This design comes from an exercise in tuning for small area, a short achievable clock period and few clock cycles per item on the open sky130 flow, not from production work.
The RTL was checked by simulation tests, not by an equivalence proof against the original design.

==> flow/design.v, too long to show whole: its modules and the start of the top module <==
// module SNN: 190 lines
// module csa_conv_a: 541 lines
// module csa_conv_b: 609 lines
// module csa_conv_c: 611 lines
// module csa_div255: 56 lines
// module csa_div9: 112 lines
// module csa_mac: 186 lines
// module snn_fa: 4 lines
// module snn_ha: 4 lines
module SNN(
	input            clk,
	input            rst_n,
	input            in_valid,
	input [7:0]      img,
	input [7:0]      ker,
	input [7:0]      weight,
	output reg       out_valid,
	output reg [9:0] out_data
);
  // ...
==> flow/run.sh <==
#!/bin/bash
# synth_recipe.tcl (not shown) runs the flow's synth.tcl, then flattens the netlist and writes it again
# the make line also repeats each setting of config.mk as NAME=value (left out here)
make -C /OpenROAD-flow-scripts/flow DESIGN_CONFIG=/design/flow/config.mk WORK_HOME=/design/flow/orfs CLKGATE_MAP_FILE= SYNTH_SCRIPT=/design/flow/synth_recipe.tcl finish
==> flow/config.mk <==
export PLATFORM = sky130hd
export DESIGN_NAME = SNN
export DESIGN_NICKNAME = SNN
export VERILOG_FILES = /design/flow/design.v
export SDC_FILE = /design/flow/constraint.sdc
export NUM_CORES = 4
export LEC_CHECK = 0
export ABC_CLOCK_PERIOD_IN_PS = 4000
export CAP_MARGIN = 20
export CORE_MARGIN = 2
export CORE_UTILIZATION = 40
export SLEW_MARGIN = 20
export SYNTH_HIERARCHICAL = 1
export SYNTH_MINIMUM_KEEP_SIZE = 0
==> flow/constraint.sdc <==
create_clock -name core_clock -period 16.0 [get_ports {clk}]
set_input_delay 3.2000 -clock core_clock [delete_from_list [all_inputs] [get_ports {clk}]]
set_output_delay 3.2000 -clock core_clock [all_outputs]
set_load 0.01 [all_outputs]
==> run summary, run 1 <==
Synth Flop Type dfxtp_1; outcome no timing/DRC/antenna violations; Post-synth ARST share between 4 and 5%; clock skew roughly 0.023 ns; hold crit path type reg -> reg; Max stage delay on crit path 0.39 ns; fraction of the mapped netlist area in compound gates under 10%; share of layout cells above drive strength 1 5.98%; Die Y approximately 320 µm; GR met3 Demand/Resource 2.10%; Worst path slowest cell nor4_1; Netlist Area Pre-Place slightly above 0.04 mm²; Crit. Startpoint rc_s[8]; Tmin final 4.86 ns; HP Start im; GR Util met2 between 20% and 30%; crit-path cells ha_1 -> a21o_1 -> a21oi_1 -> o211ai_1 -> nand3_1 -> nand3_1 -> o31a_1 -> a311o_1 -> a21oi_1 -> xnor2_1 -> ha_1 -> nand4_1 -> nor4_1 -> o21ai_0 -> o211ai_1 -> a2bb2oi_1 -> o21ai_0 -> nor2_1 -> buf_4; Largest Register win; vias in the first global route approximately 24k; die area between 0.1 and 0.15 mm²; num rows 116; final max-slew violation count 0; # fillers approximately 9k; WL final a little over 80 mm; Post-CTS Setup Bufs 0; busiest grt layer met2; Buffers excl. clock 53; Regs by FF count win (104), kr (72), pm (40); Post-CTS Resized 0; largest net degree at the start of global routing 32; WL met3 2.89 mm
Testbench counts, summed over its fixed seeds: cycles 25,920, items 320.
==> run 2: changes to the inputs <==
==> flow/flow/run.sh (new file) <==
#!/bin/bash
# Standard ORFS layout (the standard.sh), with repair_timing asked for
# extra setup margin and the port buffers given a regular buffer cell.
set -euo pipefail
bash standard.sh SETUP_SLACK_MARGIN=11.8 "BUFFER_PORTS_ARGS=-buffer_cell sky130_fd_sc_hd__buf_2" finish > standard_flow.log 2>&1
==> flow/standard.sh (new file) <==
#!/bin/bash
# synth_recipe.tcl (not shown) runs the flow's synth.tcl, then flattens the netlist and writes it again
# the make line also repeats each setting of config.mk as NAME=value (left out here)
make -C /OpenROAD-flow-scripts/flow DESIGN_CONFIG=/design/flow/config.mk WORK_HOME=/design/flow/orfs CLKGATE_MAP_FILE= SYNTH_SCRIPT=/design/flow/synth_recipe.tcl "${@:-finish}"
removed: flow/run.sh
==> run 2 against run 1 <==
- largest cell class unchanged
- maximum frequency rose by 10%
- core utilization is 2.0 points higher
- setup slack improved by 0.45 ns
- sequential share of layout area decreased by 1.3 points
- register-to-register slack improved by 0.45 ns
- still clean on timing, DRC and antenna
- synthesized cell count unchanged
- via count rose by 3.1%
- sequential cell count did not move
- clock skew down 0.0055 ns
==> run summary, run 2 <==
Final HPWL DP 67.7 mm; max cap viols 0; hold crit path type reg -> reg; Tcrit/Tclk final 27.5%; grt ovf 0; Nets 3915; initial antenna violation count 10; Yosys cell types 64; Slew @ Worst Pin slightly below 0.9 ns; FMAX between 200 and 250 MHz; vias per cell ~5.0; crit end category register; largest net degree at the start of global routing 32 (unchanged); Avg WL per Cell between 15 and 20 µm; Regs by FF count win (104), kr (72), pm (40); relative slew slack between 40% and 50%; Tmin final 4.41 ns (-0.451 ns); clk sinks 548; share of the synthesized area in the top cell type 32.8%; setup TNS 0 ns; Netlist Area Pre-Place 0.0402 mm² (unchanged); clock skew 0.0179 ns (-0.00549 ns); total core area approximately 0.1 mm²; Final Hold Viols 0; Placed Area 0.0406 mm²; outcome no timing/DRC/antenna violations; Synth Flop Type dfxtp_1; WP buf/inv 0; vias in the first global route 24.0k (+1.8%); number of port buffers 37; share of layout cells above drive strength 1 20.1% (+14 points); critical path class reg -> reg; initial drt markers between 1k and 1.5k; most frequent cells in the layout fa_1 (565), and2_1 (535), edfxtp_1 (256), dfxtp_1 (239), ha_1 (193); Clock transition at path regs 0.06 ns; max FFs per register 104; unrepaired setup endpoints after global routing true; Worst-Skew Late Latency roughly 0.65 ns; clk buf depth 3; Multi-input gate area around 0.025 mm²; CTS Buf Count a little under 60; clk root buf clkbuf_16; total number of vias ~22k; synth top area cells fa_1 (33%), edfxtp_1 (19%), dfxtp_1 (13%), and2_1 (10%), ha_1 (6.4%); mean post-synth cell area 13.2 µm²; Design Area, Final 0.0443 mm²; Die X around 320 µm; GR Util All Layers around 18%; area leader, netlist fa_1; FF+latch area 0.0137 mm²; DRC viols 0; WP data required around 17 ns; # fillers 8968 (-1.8%); GP Congestion a little over 0.8; Worst path slowest cell fa_1; Setup crit start kind register; Die Y 321 µm (unchanged); Largest Register win; CTS tree built; final max-slew violation count 0 (unchanged); Routed Antenna Nets 0; Seq/Total Area, Yosys about a third; top post-synthesis cells by count fa_1 (660), and2_1 (645), dfxtp_1 (266); Initial Util around two fifths; H-tree levels 2; critical path data arrival time roughly 5.0 ns; WL final 87.4 mm (+7.5%); first-pass GRT wire length between 100 and 150 mm; die area 0.103 mm² (unchanged); #FFs+latches synth 548; CP max FO 8; crit-path cells and2_4 -> fa_1 -> fa_1 -> fa_1 -> fa_2 -> fa_1 -> fa_1 -> fa_2; CP top delay family adder cells; commonest non-fill, non-tap cell in the layout fa_1; setup violators final 0; Pre-antenna DRT Iters 7; Max stage delay on crit path 0.59 ns (+0.20 ns); Post-synth ARST share 4.74% (unchanged); Yosys warning total 13; I/O pin count 38; hold_ws roughly 0.32 ns; Crit path top cell by count fa_1; count leader, synth fa_1; P&R area growth vs syn 10.1%; EDFF count, synth ~260; Post-Synthesis Cells 3060; num rows 116 (unchanged)
==> run 2: changes by cell type in the layout (fill, tap and decap cells not counted), moves of 27 or more <==
cell,change
and2_1,-110
and2_4,+110
buf_2,+35
buf_4,+88
clkdlybuf4s50_1,-37
dfxtp_1,-27
fa_1,-95
fa_2,+95
==> run 2: per-layer routing <==
layer	share of wire [%]	GRT usage [%]	wire length, µm
met3	4.2	2.85	3690
met4	2.7	4.91	2320
met2	50	29.8	43300
met5	0.057	0	50
met1	43	23.3	38000
==> run 2: what timing repair did <==
item | CTS | global route
pin swaps | 104 | 127
resized for setup | 108 | 110
cloned | 2 | 1
buffers inserted | 85 | 31
endpoints found under the hold margin | 0 | 0
hold buffers | 0 | 0
endpoints found under the setup margin | 126 | 179
==> run 2: area by class of cell <==
| cell class | count | share of cell area, % |
|---|---|---|
| well taps | 1298 | 3.66 |
| clock buffers | 80 | 3.81 |
| inverters | 83 | 0.703 |
| flip-flops and latches | 548 | 30.9 |
| multi-input cells | 2168 | 57.1 |
| clock inverters | 32 | 0.898 |
| repair buffers | 162 | 2.87 |
| diodes | 2 | 0.0113 |
==> run 2: through the flow <==
stage	utilization (%)	std cells	setup WS (ns)
6_report	44.4	4373	11.59
5_1_grt	44.4	4371	11.35
4_1_cts	43.7	4339	11.59
3_5_place_dp	40.6	4140	11.06
3_3_place_gp	40.6	4140	11.13
2_1_floorplan	-	3084	11.52
==> run 2: path summary, 6_finish.rpt <==
| path | startpoint | depth (start not counted) | slack (ns) | to |
|---|---|---|---|---|
| min reg2reg | win[4][5] | 0 | 0.32 | win[5][5] |
| max reg2reg | kr[1][2] | 8 | 11.59 | ra_s[8] |
| min | win[4][5] | 0 | 0.32 | win[5][5] |
| max in group asynchronous | rst_n | 1 | 12.93 | f_v |
| max | kr[1][2] | 8 | 11.59 | ra_s[8] |
| min in group asynchronous | rst_n | 1 | 2.59 | out_data[9] |
==> run 2: Yosys stat by module, one instance, submodules excluded <==
module / copies in the design / area (µm²) / flops+latches / cells
snn_fa: 642 / 20.0 / 0 / 1
csa_div255: 1 / 548 / 0 / 74
csa_div9: 1 / 334 / 0 / 45
csa_conv_c: 1 / 1510 / 0 / 233
csa_conv_b: 1 / 1490 / 0 / 231
csa_conv_a: 1 / 1480 / 0 / 229
SNN: 1 / 20600 / 548 / 1446
snn_ha: 61 / 12.5 / 0 / 1
csa_mac: 1 / 659 / 0 / 99
==> run 2: kinds of logic after synthesis <==
kind of cell    count (synthesis)  synth area share (%)
compound gates                244                  4.08
xor+xnor                       75                  1.63
fa+ha+maj                     866                  39.2
buf+inv                       370                  5.92
flops                         548                  33.9
mux                            80                  2.35
other cells                     7                0.0653
simple gates                  870                  12.8
==> run 3: changes to the inputs <==
==> flow/flow/run.sh (replaced) <==
#!/bin/bash
# Standard ORFS layout (the standard.sh), with repair_timing asked for
# extra setup margin and the port buffers given a regular buffer cell.
set -euo pipefail
bash standard.sh SETUP_SLACK_MARGIN=11.4 "BUFFER_PORTS_ARGS=-buffer_cell sky130_fd_sc_hd__buf_2" finish > standard_flow.log 2>&1
==> run 3 against run 2 <==
- still clean on timing, DRC and antenna
- critical path depth stayed put
- synthesized cell count stayed put
- routed wire length is 4.7% lower
- first-iteration DRC count is 17% lower
- die area stayed put
- non-clock buffer count is 64 lower
- core utilization is 1.5 points lower
- via count is 2.3% lower
- largest cell class unchanged
- highest routed layer unchanged
==> run summary, run 3 <==
setup TNS 0 ns (unchanged); Hold Buf Count CTS 0 (unchanged); number of port buffers 37 (unchanged); area leader, netlist fa_1; Slew @ Worst Pin 0.867 ns (-0.0203 ns); # fillers 9199 (+2.6%); CTS Buf Count 57 (-3.4%); Worst-Skew Late Latency 0.64 ns (about the same); P&R area growth vs syn 6.44%; Final Hold Viols 0 (unchanged); Regs by FF count win (104), kr (72), pm (40); clk buf depth 3 (unchanged); critical path data arrival time 5.05 ns (+0.06 ns); max cap viols 0 (unchanged); Nets 3847 (-1.7%); Seq/Total Area, Yosys 33.9% (unchanged); Avg WL per Cell 19.3 µm (-3.2%); mean post-synth cell area 13.2 µm² (unchanged); total core area 0.0999 mm² (unchanged); relative slew slack 42.2% (+1.4 points); WP data required 16.50 ns (-0.08 ns); Yosys warning total 13 (unchanged); share of layout cells above drive strength 1 10.7% (-9.4 points); Tcrit/Tclk final 28.4% (+0.89 points); Post-Synthesis Cells 3060 (unchanged); Worst path slowest cell fa_1; H-tree levels 2 (unchanged); Max stage delay on crit path 0.59 ns (about the same); Synth Flop Type dfxtp_1; Setup crit start kind register; Final HPWL DP 66.4 mm (-1.9%); synth top area cells fa_1 (33%), edfxtp_1 (19%), dfxtp_1 (13%), and2_1 (10%), ha_1 (6.4%); clk root buf clkbuf_16; most frequent cells in the layout fa_1 (656), and2_1 (628), dfxtp_1 (261), edfxtp_1 (256), ha_1 (200); Clock transition at path regs 0.06 ns (about the same); Tmin final 4.55 ns (+0.143 ns); final max-slew violation count 0 (unchanged); outcome no timing/DRC/antenna violations; count leader, synth fa_1; unrepaired setup endpoints after global routing true; largest net degree at the start of global routing 32 (unchanged); Die Y 321 µm (unchanged); first-pass GRT wire length 133 mm (-3.6%); crit-path cells and2_1 -> fa_1 -> fa_1 -> fa_1 -> fa_1 -> fa_1 -> fa_1 -> fa_1; Largest Register win; share of the synthesized area in the top cell type 32.8% (unchanged); CP max FO 7 (-1); die area 0.103 mm² (unchanged); Routed Antenna Nets 0 (unchanged); #FFs+latches synth 548 (unchanged); Post-synth ARST share 4.74% (unchanged); hold crit path type reg -> reg; grt ovf 0 (unchanged); critical path class reg -> reg; vias in the first global route 23.5k (-2.0%); WL final 83.2 mm (-4.7%); total number of vias 21.2k (-2.3%); crit end category register; initial antenna violation count 10 (unchanged); clock skew 0.0199 ns (+0.00206 ns); EDFF count, synth 256 (unchanged); GP Congestion 0.817 (+0.80%); Netlist Area Pre-Place 0.0402 mm² (unchanged); max FFs per register 104 (unchanged); setup violators final 0 (unchanged); CTS tree built; I/O pin count 38 (unchanged); top post-synthesis cells by count fa_1 (660), and2_1 (645), dfxtp_1 (266); initial drt markers 972 (-17%); num rows 116 (unchanged); GR Util All Layers 16.8% (-0.79 points); Crit path top cell by count fa_1; FMAX 220 MHz (-3.1%); Pre-antenna DRT Iters 5 (-2); Initial Util 40.3% (unchanged); vias per cell 4.92 (-0.76%); clk sinks 548 (unchanged); commonest non-fill, non-tap cell in the layout fa_1; Die X 321 µm (unchanged); Yosys cell types 64 (unchanged); DRC viols 0 (unchanged)
[run 3: area by class of cell]
class	count	area (µm²)	area share (%)
antenna	2	5.00	0.0117
clock buffer	70	1590	3.71
clock inverter	38	355	0.829
inverter	83	312	0.727
multi-input combinational	2166	24600	57.4
sequential	548	13700	31.9
tap	1298	1620	3.79
timing repair buffer	98	677	1.58
[run 3: worst paths after layout]
kind	from	endpoint	slack, ns	cells after the start
worst max-delay path	kr[6][5]	rc_s[9]	11.45	8
worst min-delay path	win[9][2]	win[10][2]	0.32	0
worst max register to register	kr[6][5]	rc_s[9]	11.45	8
worst min register to register	win[9][2]	win[10][2]	0.32	0
max in group asynchronous	rst_n	col_i[0]	12.94	1
min in group asynchronous	rst_n	m1_v	2.61	1
[run 3: through the flow]
stage                     setup slack (ns)  cells  area, µm²  util, %  hold slack (ns)
after floorplan                      11.31   3084      40400        -            0.310
after global placement               10.86   4144      40200     40.3            0.311
after detailed placement             10.71   4144      40200     40.3            0.312
after CTS                            11.40   4259      42300     42.3            0.326
after global routing                 11.37   4301      42800     42.9            0.327
final                                11.45   4303      42800     42.9            0.323
[run 3: metal layers]
| layer | routed length (µm) | track usage (%) | up-vias |
|---|---|---|---|
| met3 | 4000 | 3.11 | 105 |
| li1 | - | - | 9679 |
| met5 | 69 | 0 | - |
| met2 | 41300 | 28.5 | 329 |
| met1 | 36100 | 22.2 | 11000 |
| met4 | 1720 | 4.06 | 12 |
[run 3: cells by family after synthesis]
group | after synthesis | synth area share, %
and+or+nand+nor | 870 | 12.8
DFF | 548 | 33.9
AOI/OAI and AO/OA | 244 | 4.08
buffers and inverters | 370 | 5.92
other | 7 | 0.0653
xor gates and xnor gates | 75 | 1.63
muxes | 80 | 2.35
adders and majority gates | 866 | 39.2
[run 3: repair_timing]
action / 4_1_cts / 5_1_grt
buffers inserted: 7 / 41
endpoints found under the setup margin: 51 / 75
cloned: 0 / 1
pin swaps: 3 / 39
endpoints found under the hold margin: 0 / 0
gates resized for setup: 20 / 50
[run 3: worst max-delay path, delay by kind of cell (launching register included)]
kind          cells  cell delay [ns]
simple gates      1             0.25
flops             1             0.53
fa+ha+maj         7             3.65
[run 3: modules after synthesis, one instance, submodules excluded]
| module | area (µm²) | flip-flops and latches | cells | times used |
|---|---|---|---|---|
| csa_conv_b | 1490 | 0 | 231 | 1 |
| csa_div255 | 548 | 0 | 74 | 1 |
| csa_mac | 659 | 0 | 99 | 1 |
| csa_conv_a | 1480 | 0 | 229 | 1 |
| csa_conv_c | 1510 | 0 | 233 | 1 |
| csa_div9 | 334 | 0 | 45 | 1 |
| snn_fa | 20.0 | 0 | 1 | 642 |
| SNN | 20600 | 548 | 1446 | 1 |
| snn_ha | 12.5 | 0 | 1 | 61 |

[what the ideal ports hide]
The results above use ideal ports. As a check the final layouts listed here were re-extracted and re-timed, cells and wires unchanged.
Step 1 assumes that a clkbuf_16 drives the clock port and a buf_2 every other input.
Step 2 adds t to the input delays and takes it off the output delays; t is the mean of the earliest and latest rising clock arrival at the registers after step 1. Input paths then give back, and output paths get back, about the clock's delay inside the block.
Slacks: ideal / step 1 / step 2; pairs: ideal / step 1.
run	t, ns	slack for setup (ns)	hold WS [ns]	worst setup path after step 2	latest minus earliest clock arrival (ns)
run 1	0.673	11.143 / 11.143 / 10.526	0.319 / 0.319 / 0.319	input to register	0.024 / 0.025
run 2	0.708	11.593 / 11.579 / 11.103	0.319 / 0.319 / 0.319	input to register	0.025 / 0.025
run 3	0.695	11.450 / 11.450 / 10.995	0.323 / 0.323 / 0.323	input to register	0.026 / 0.026
After both steps setup and hold are still met in every run listed. For run 1, which loses most, drivers alone change the setup slack by 0.000 ns; drivers and shift together by -0.617 ns.
